Context: an optimization exercise on an open-source flow, tuned for small area and a short achievable clock period. The choices shown serve that exercise and are no tape-out recipe.
RTL that was checked went through simulation tests only; none was proved equivalent to the original.
No activity file was given, so power comes from the tool's default toggle rates.

==> branch cedar: inputs <==
==> flow/design.v (excerpt) <==
module FP16_mcl(
    input [15:0] data1,
    input [15:0] data2,
    input rst,
    input input_valid,
    input clk,
    output reg [15:0] datanew,
    output reg output_update
    );
==> flow/config.mk <==
export PLATFORM = sky130hd
export DESIGN_NAME = FP16_mcl
export DESIGN_NICKNAME = FP16_mcl
export VERILOG_FILES = /design/flow/design.v
export SDC_FILE = /design/flow/constraint.sdc
export NUM_CORES = 4
export LEC_CHECK = 0
export ABC_AREA = 1
export CAP_MARGIN = 20
export CORE_MARGIN = 2
export CORE_UTILIZATION = 60
export CTS_BUF_LIST = sky130_fd_sc_hd__clkbuf_4 sky130_fd_sc_hd__clkbuf_8
export SETUP_SLACK_MARGIN = 2.95
export SLEW_MARGIN = 20
==> flow/constraint.sdc <==
create_clock -name core_clock -period 5.5 [get_ports {clk}]
set_input_delay 1.1000 -clock core_clock [delete_from_list [all_inputs] [get_ports {clk}]]
set_output_delay 1.1000 -clock core_clock [all_outputs]
set_load 0.01 [all_outputs]
standard.sh (not shown) runs the stock make flow with config.mk's settings and CLKGATE_MAP_FILE= SYNTH_SCRIPT=/design/flow/synth_recipe.tcl, a recipe that flattens the netlist after the stock synthesis.
==> flow/flow/run.sh <==
#!/bin/bash
# The standard layout, with the port buffers made from the smallest buffer cell.
bash standard.sh 'BUFFER_PORTS_ARGS=-buffer_cell sky130_fd_sc_hd__buf_1' finish > standard.log 2>&1
==> branch xenon: changes against branch cedar <==
--- a/flow/design.v
+++ b/flow/design.v
@@ -73,16 +73,12 @@
     wire P4;
     wire P5;
     wire P6;
     wire P7;
     wire P8;
     wire P9;
-    wire all_k0;
-    wire all_k1;
-    wire any_k0;
-    wire any_k1;
     wire bm5_0;
     wire bm5_1;
     wire bm5_10;
     wire bm5_11;
     wire bm5_2;
     wire bm5_3;
@@ -150,20 +146,18 @@
     wire bp4_5;
     wire bp4_6;
     wire bp4_7;
     wire bp4_8;
     wire bp4_9;
     wire c10_k1;
+    wire c11_k0;
+    wire c11_k1;
     wire c12_0_k0;
     wire c12_0_k1;
     wire c12_1_k0;
     wire c12_1_k1;
-    wire ex1_k0;
-    wire ex1_k1;
-    wire ex2_k0;
-    wire ex2_k1;
     wire fc_1_10_2;
     wire fc_1_10_3;
     wire fc_1_11_4;
     wire fc_1_11_5;
     wire fc_1_12_6;
     wire fc_1_12_7;
@@ -304,14 +298,12 @@
     wire hs_1_8_2;
     wire hs_1_9_3;
     wire hs_2_4_4;
     wire hs_2_5_5;
     wire hs_3_2_6;
     wire hs_3_3_7;
-    wire k1_k0;
-    wire k1_k1;
     wire l10_k0;
     wire l10_k1;
     wire l9_k0;
     wire l9_k1;
     wire n_bm5_11_c21;
     wire n_bm5_2_c12;
@@ -384,12 +376,14 @@
     wire q1_16;
     wire q1_17;
     wire q1_18;
     wire q1_19;
     wire q1_20;
     wire q1_c12;
+    wire r0_k0;
+    wire r0_k1;
     wire sg0;
     wire two0;
     wire two1;
     wire two2;
     wire two3;
     wire two4;
@@ -863,35 +857,29 @@
     assign P24 = P20 & P19;
     assign G25 = G21 | (P21 & G19);
     assign P25 = P21 & P19;
     assign G26 = ug20 | (up20 & G25);
     assign P26 = up20 & P25;
     assign l9_k0 = p9;
-    assign all_k0 = fs_3_10_33_r2 & fc_3_9_32_r2 & g9;
-    assign any_k0 = fs_3_10_33_r2 | fc_3_9_32_r2 | g9;
-    assign ex2_k0 = (fs_3_10_33_r2 & fc_3_9_32_r2 & ~g9) | (fs_3_10_33_r2 & ~fc_3_9_32_r2 & g9) | (~fs_3_10_33_r2 & fc_3_9_32_r2 & g9);
-    assign ex1_k0 = (fs_3_10_33_r2 & ~fc_3_9_32_r2 & ~g9) | (~fs_3_10_33_r2 & fc_3_9_32_r2 & ~g9) | (~fs_3_10_33_r2 & ~fc_3_9_32_r2 & g9);
-    assign l10_k0 = ex1_k0 | all_k0;
-    assign c12_1_k0 = all_k0 | (hrs11 & any_k0);
-    assign q11_1_k0 = hrs11 ^ (any_k0 & ~all_k0);
-    assign k1_k0 = ex2_k0 | (all_k0 & ~l9_k0) | (ex1_k0 & l9_k0);
-    assign c12_0_k0 = (all_k0 & l9_k0) | (k1_k0 & hrs11);
-    assign q11_0_k0 = hrs11 ^ k1_k0;
+    assign l10_k0 = p10 ^ g9;
+    assign c11_k0 = g10 | (p10 & g9);
+    assign r0_k0 = l10_k0 & l9_k0;
+    assign c12_0_k0 = (hrs11 & c11_k0) | (hrs11 & r0_k0) | (c11_k0 & r0_k0);
+    assign q11_0_k0 = hrs11 ^ c11_k0 ^ r0_k0;
+    assign c12_1_k0 = (hrs11 & c11_k0) | (hrs11 & l10_k0) | (c11_k0 & l10_k0);
+    assign q11_1_k0 = hrs11 ^ c11_k0 ^ l10_k0;
     assign q10_k0 = l10_k0 ^ l9_k0;
     assign l9_k1 = ~p9;
     assign c10_k1 = fs_3_9_32_r2 | fc_3_8_31_r2;
-    assign all_k1 = fs_3_10_33_r2 & fc_3_9_32_r2 & c10_k1;
-    assign any_k1 = fs_3_10_33_r2 | fc_3_9_32_r2 | c10_k1;
-    assign ex2_k1 = (fs_3_10_33_r2 & fc_3_9_32_r2 & ~c10_k1) | (fs_3_10_33_r2 & ~fc_3_9_32_r2 & c10_k1) | (~fs_3_10_33_r2 & fc_3_9_32_r2 & c10_k1);
-    assign ex1_k1 = (fs_3_10_33_r2 & ~fc_3_9_32_r2 & ~c10_k1) | (~fs_3_10_33_r2 & fc_3_9_32_r2 & ~c10_k1) | (~fs_3_10_33_r2 & ~fc_3_9_32_r2 & c10_k1);
-    assign l10_k1 = ex1_k1 | all_k1;
-    assign c12_1_k1 = all_k1 | (hrs11 & any_k1);
-    assign q11_1_k1 = hrs11 ^ (any_k1 & ~all_k1);
-    assign k1_k1 = ex2_k1 | (all_k1 & ~l9_k1) | (ex1_k1 & l9_k1);
-    assign c12_0_k1 = (all_k1 & l9_k1) | (k1_k1 & hrs11);
-    assign q11_0_k1 = hrs11 ^ k1_k1;
+    assign l10_k1 = p10 ^ c10_k1;
+    assign c11_k1 = g10 | (p10 & c10_k1);
+    assign r0_k1 = l10_k1 & l9_k1;
+    assign c12_0_k1 = (hrs11 & c11_k1) | (hrs11 & r0_k1) | (c11_k1 & r0_k1);
+    assign q11_0_k1 = hrs11 ^ c11_k1 ^ r0_k1;
+    assign c12_1_k1 = (hrs11 & c11_k1) | (hrs11 & l10_k1) | (c11_k1 & l10_k1);
+    assign q11_1_k1 = hrs11 ^ c11_k1 ^ l10_k1;
     assign q10_k1 = l10_k1 ^ l9_k1;
     assign pl9 = G13 ? l9_k1 : l9_k0;
     assign pl10 = G13 ? l10_k1 : l10_k0;
     assign q0_10 = G13 ? q10_k1 : q10_k0;
     assign q0_c12 = G13 ? c12_0_k1 : c12_0_k0;
     assign q0_11 = G13 ? q11_0_k1 : q11_0_k0;
==> flow/run.sh (new file) <==
#!/bin/bash
# synth_recipe.tcl (not shown) runs the flow's synth.tcl, then flattens the netlist and writes it again
# the make line also repeats each setting of config.mk as NAME=value (left out here)
make -C /OpenROAD-flow-scripts/flow DESIGN_CONFIG=/design/flow/config.mk WORK_HOME=/design/flow/orfs CLKGATE_MAP_FILE= SYNTH_SCRIPT=/design/flow/synth_recipe.tcl finish
==> flow/config.mk (replaced) <==
export PLATFORM = sky130hd
export DESIGN_NAME = FP16_mcl
export DESIGN_NICKNAME = FP16_mcl
export VERILOG_FILES = /design/flow/design.v
export SDC_FILE = /design/flow/constraint.sdc
export NUM_CORES = 4
export LEC_CHECK = 0
export ABC_CLOCK_PERIOD_IN_PS = 2700
export CAP_MARGIN = 20
export CORE_MARGIN = 2
export CORE_UTILIZATION = 60
export CTS_BUF_LIST = sky130_fd_sc_hd__clkbuf_4 sky130_fd_sc_hd__clkbuf_8
export SETUP_SLACK_MARGIN = 2.6
export SLEW_MARGIN = 20
removed: flow/flow/run.sh
removed: flow/standard.sh
==> branch fjord: changes against branch cedar <==
--- a/flow/design.v
+++ b/flow/design.v
@@ -73,16 +73,12 @@
     wire P4;
     wire P5;
     wire P6;
     wire P7;
     wire P8;
     wire P9;
-    wire all_k0;
-    wire all_k1;
-    wire any_k0;
-    wire any_k1;
     wire bm5_0;
     wire bm5_1;
     wire bm5_10;
     wire bm5_11;
     wire bm5_2;
     wire bm5_3;
@@ -150,20 +146,18 @@
     wire bp4_5;
     wire bp4_6;
     wire bp4_7;
     wire bp4_8;
     wire bp4_9;
     wire c10_k1;
+    wire c11_k0;
+    wire c11_k1;
     wire c12_0_k0;
     wire c12_0_k1;
     wire c12_1_k0;
     wire c12_1_k1;
-    wire ex1_k0;
-    wire ex1_k1;
-    wire ex2_k0;
-    wire ex2_k1;
     wire fc_1_10_2;
     wire fc_1_10_3;
     wire fc_1_11_4;
     wire fc_1_11_5;
     wire fc_1_12_6;
     wire fc_1_12_7;
@@ -304,14 +298,12 @@
     wire hs_1_8_2;
     wire hs_1_9_3;
     wire hs_2_4_4;
     wire hs_2_5_5;
     wire hs_3_2_6;
     wire hs_3_3_7;
-    wire k1_k0;
-    wire k1_k1;
     wire l10_k0;
     wire l10_k1;
     wire l9_k0;
     wire l9_k1;
     wire n_bm5_11_c21;
     wire n_bm5_2_c12;
@@ -384,12 +376,14 @@
     wire q1_16;
     wire q1_17;
     wire q1_18;
     wire q1_19;
     wire q1_20;
     wire q1_c12;
+    wire r0_k0;
+    wire r0_k1;
     wire sg0;
     wire two0;
     wire two1;
     wire two2;
     wire two3;
     wire two4;
@@ -863,35 +857,29 @@
     assign P24 = P20 & P19;
     assign G25 = G21 | (P21 & G19);
     assign P25 = P21 & P19;
     assign G26 = ug20 | (up20 & G25);
     assign P26 = up20 & P25;
     assign l9_k0 = p9;
-    assign all_k0 = fs_3_10_33_r2 & fc_3_9_32_r2 & g9;
-    assign any_k0 = fs_3_10_33_r2 | fc_3_9_32_r2 | g9;
-    assign ex2_k0 = (fs_3_10_33_r2 & fc_3_9_32_r2 & ~g9) | (fs_3_10_33_r2 & ~fc_3_9_32_r2 & g9) | (~fs_3_10_33_r2 & fc_3_9_32_r2 & g9);
-    assign ex1_k0 = (fs_3_10_33_r2 & ~fc_3_9_32_r2 & ~g9) | (~fs_3_10_33_r2 & fc_3_9_32_r2 & ~g9) | (~fs_3_10_33_r2 & ~fc_3_9_32_r2 & g9);
-    assign l10_k0 = ex1_k0 | all_k0;
-    assign c12_1_k0 = all_k0 | (hrs11 & any_k0);
-    assign q11_1_k0 = hrs11 ^ (any_k0 & ~all_k0);
-    assign k1_k0 = ex2_k0 | (all_k0 & ~l9_k0) | (ex1_k0 & l9_k0);
-    assign c12_0_k0 = (all_k0 & l9_k0) | (k1_k0 & hrs11);
-    assign q11_0_k0 = hrs11 ^ k1_k0;
+    assign l10_k0 = p10 ^ g9;
+    assign c11_k0 = g10 | (p10 & g9);
+    assign r0_k0 = l10_k0 & l9_k0;
+    assign c12_0_k0 = (hrs11 & c11_k0) | (hrs11 & r0_k0) | (c11_k0 & r0_k0);
+    assign q11_0_k0 = hrs11 ^ c11_k0 ^ r0_k0;
+    assign c12_1_k0 = (hrs11 & c11_k0) | (hrs11 & l10_k0) | (c11_k0 & l10_k0);
+    assign q11_1_k0 = hrs11 ^ c11_k0 ^ l10_k0;
     assign q10_k0 = l10_k0 ^ l9_k0;
     assign l9_k1 = ~p9;
     assign c10_k1 = fs_3_9_32_r2 | fc_3_8_31_r2;
-    assign all_k1 = fs_3_10_33_r2 & fc_3_9_32_r2 & c10_k1;
-    assign any_k1 = fs_3_10_33_r2 | fc_3_9_32_r2 | c10_k1;
-    assign ex2_k1 = (fs_3_10_33_r2 & fc_3_9_32_r2 & ~c10_k1) | (fs_3_10_33_r2 & ~fc_3_9_32_r2 & c10_k1) | (~fs_3_10_33_r2 & fc_3_9_32_r2 & c10_k1);
-    assign ex1_k1 = (fs_3_10_33_r2 & ~fc_3_9_32_r2 & ~c10_k1) | (~fs_3_10_33_r2 & fc_3_9_32_r2 & ~c10_k1) | (~fs_3_10_33_r2 & ~fc_3_9_32_r2 & c10_k1);
-    assign l10_k1 = ex1_k1 | all_k1;
-    assign c12_1_k1 = all_k1 | (hrs11 & any_k1);
-    assign q11_1_k1 = hrs11 ^ (any_k1 & ~all_k1);
-    assign k1_k1 = ex2_k1 | (all_k1 & ~l9_k1) | (ex1_k1 & l9_k1);
-    assign c12_0_k1 = (all_k1 & l9_k1) | (k1_k1 & hrs11);
-    assign q11_0_k1 = hrs11 ^ k1_k1;
+    assign l10_k1 = p10 ^ c10_k1;
+    assign c11_k1 = g10 | (p10 & c10_k1);
+    assign r0_k1 = l10_k1 & l9_k1;
+    assign c12_0_k1 = (hrs11 & c11_k1) | (hrs11 & r0_k1) | (c11_k1 & r0_k1);
+    assign q11_0_k1 = hrs11 ^ c11_k1 ^ r0_k1;
+    assign c12_1_k1 = (hrs11 & c11_k1) | (hrs11 & l10_k1) | (c11_k1 & l10_k1);
+    assign q11_1_k1 = hrs11 ^ c11_k1 ^ l10_k1;
     assign q10_k1 = l10_k1 ^ l9_k1;
     assign pl9 = G13 ? l9_k1 : l9_k0;
     assign pl10 = G13 ? l10_k1 : l10_k0;
     assign q0_10 = G13 ? q10_k1 : q10_k0;
     assign q0_c12 = G13 ? c12_0_k1 : c12_0_k0;
     assign q0_11 = G13 ? q11_0_k1 : q11_0_k0;
==> flow/run.sh (new file) <==
#!/bin/bash
# synth_recipe.tcl (not shown) runs the flow's synth.tcl, then flattens the netlist and writes it again
# the make line also repeats each setting of config.mk as NAME=value (left out here)
make -C /OpenROAD-flow-scripts/flow DESIGN_CONFIG=/design/flow/config.mk WORK_HOME=/design/flow/orfs CLKGATE_MAP_FILE= SYNTH_SCRIPT=/design/flow/synth_recipe.tcl finish
==> flow/config.mk (replaced) <==
export PLATFORM = sky130hd
export DESIGN_NAME = FP16_mcl
export DESIGN_NICKNAME = FP16_mcl
export VERILOG_FILES = /design/flow/design.v
export SDC_FILE = /design/flow/constraint.sdc
export NUM_CORES = 4
export LEC_CHECK = 0
export ABC_CLOCK_PERIOD_IN_PS = 2900
export CAP_MARGIN = 20
export CORE_MARGIN = 2
export CORE_UTILIZATION = 60
export CTS_BUF_LIST = sky130_fd_sc_hd__clkbuf_4 sky130_fd_sc_hd__clkbuf_8
export SETUP_SLACK_MARGIN = 2.3
export SLEW_MARGIN = 20
removed: flow/flow/run.sh
removed: flow/standard.sh
==> qor summary <==
| metric | branch xenon | branch fjord | branch cedar |
|---|---|---|---|
| Result of the run | timing/DRC/antenna clean | timing/DRC/antenna clean | timing/DRC/antenna clean |
| Total Nets Final | 847 | 835 | 1018 |
| Psw | 0.00206 W | 0.00196 W | 0.00200 W |
| Multi-input gate share of total cell area | 55.9% | 56.0% | 56.4% |
| WP data required | 5800 ps | 5760 ps | 5770 ps |
| Area share of and/or/nand/nor cells after synthesis | 6.87% | 6.87% | 17.9% |
| Post-CTS Setup Bufs | 10 | 2 | 10 |
| Static leakage | 3.32 nW | 3.28 nW | 3.72 nW |
| Drt first pass iters | 5 | 5 | 7 |
| Chip width | 110 um | 110 um | 110 um |
| Met3 WL | 556 um | 633 um | 842 um |
| Clock network power share | 9.3% | 11.5% | 10.5% |
| Count leader, synth | sky130_fd_sc_hd__dfxtp_1 | sky130_fd_sc_hd__dfxtp_1 | sky130_fd_sc_hd__nand2_1 |
| Flip-flop and latch area | 2110 um2 | 2100 um2 | 2140 um2 |
| Minimum clock period | 2920 ps | 3140 ps | 2670 ps |
| Post-Route Hold Slack | 339 ps | 336 ps | 336 ps |
| Portion of the layout cell area used by non-clock buffers | 8.74% | 7.48% | 4.36% |
| Drt first-iter violations | 231 | 249 | 428 |
| Routed wire length | 13700 um | 13400 um | 15200 um |
| Setup skew after layout | 10.0 ps | 11.3 ps | 12.6 ps |
| Half-perimeter wire length after detailed placement | 10500 um | 10400 um | 11500 um |
| Initial cell density of the core | 61.6% | 61.6% | 62.0% |
| Worst-case setup margin in the final layout | 2580 ps | 2360 ps | 2830 ps |
For branch cedar, only the layout was checked, not whether the RTL still works.

## static timing again, ports no longer ideal
How much do the figures lean on ideal ports? The routed layouts below were timed once more, with nothing changed but the port constraints. Step 1 assumes that a clkbuf_16 drives the clock port and a buf_2 every other input. Step 2, shift: input delay + t, output delay - t, t = (earliest + latest rising clock arrival at the registers) / 2. This alone moves slack from input paths to output paths. a / b / c = ideal / step 1 / step 2; a / b = the first two.
run	t, ns	setup WS [ns]	worst setup path at the end	cell pins on the clock port's net
branch cedar	0.416	2.830 / 2.830 / 2.830	register to register	1
branch xenon	0.410	2.576 / 2.576 / 2.374	input to register	1
branch fjord	0.416	2.360 / 2.360 / 2.360	input to register	1
After both steps setup and hold are still met in every run listed. The setup slack of branch xenon, which loses most, moves by 0.000 ns with the drivers and by -0.202 ns with both steps.
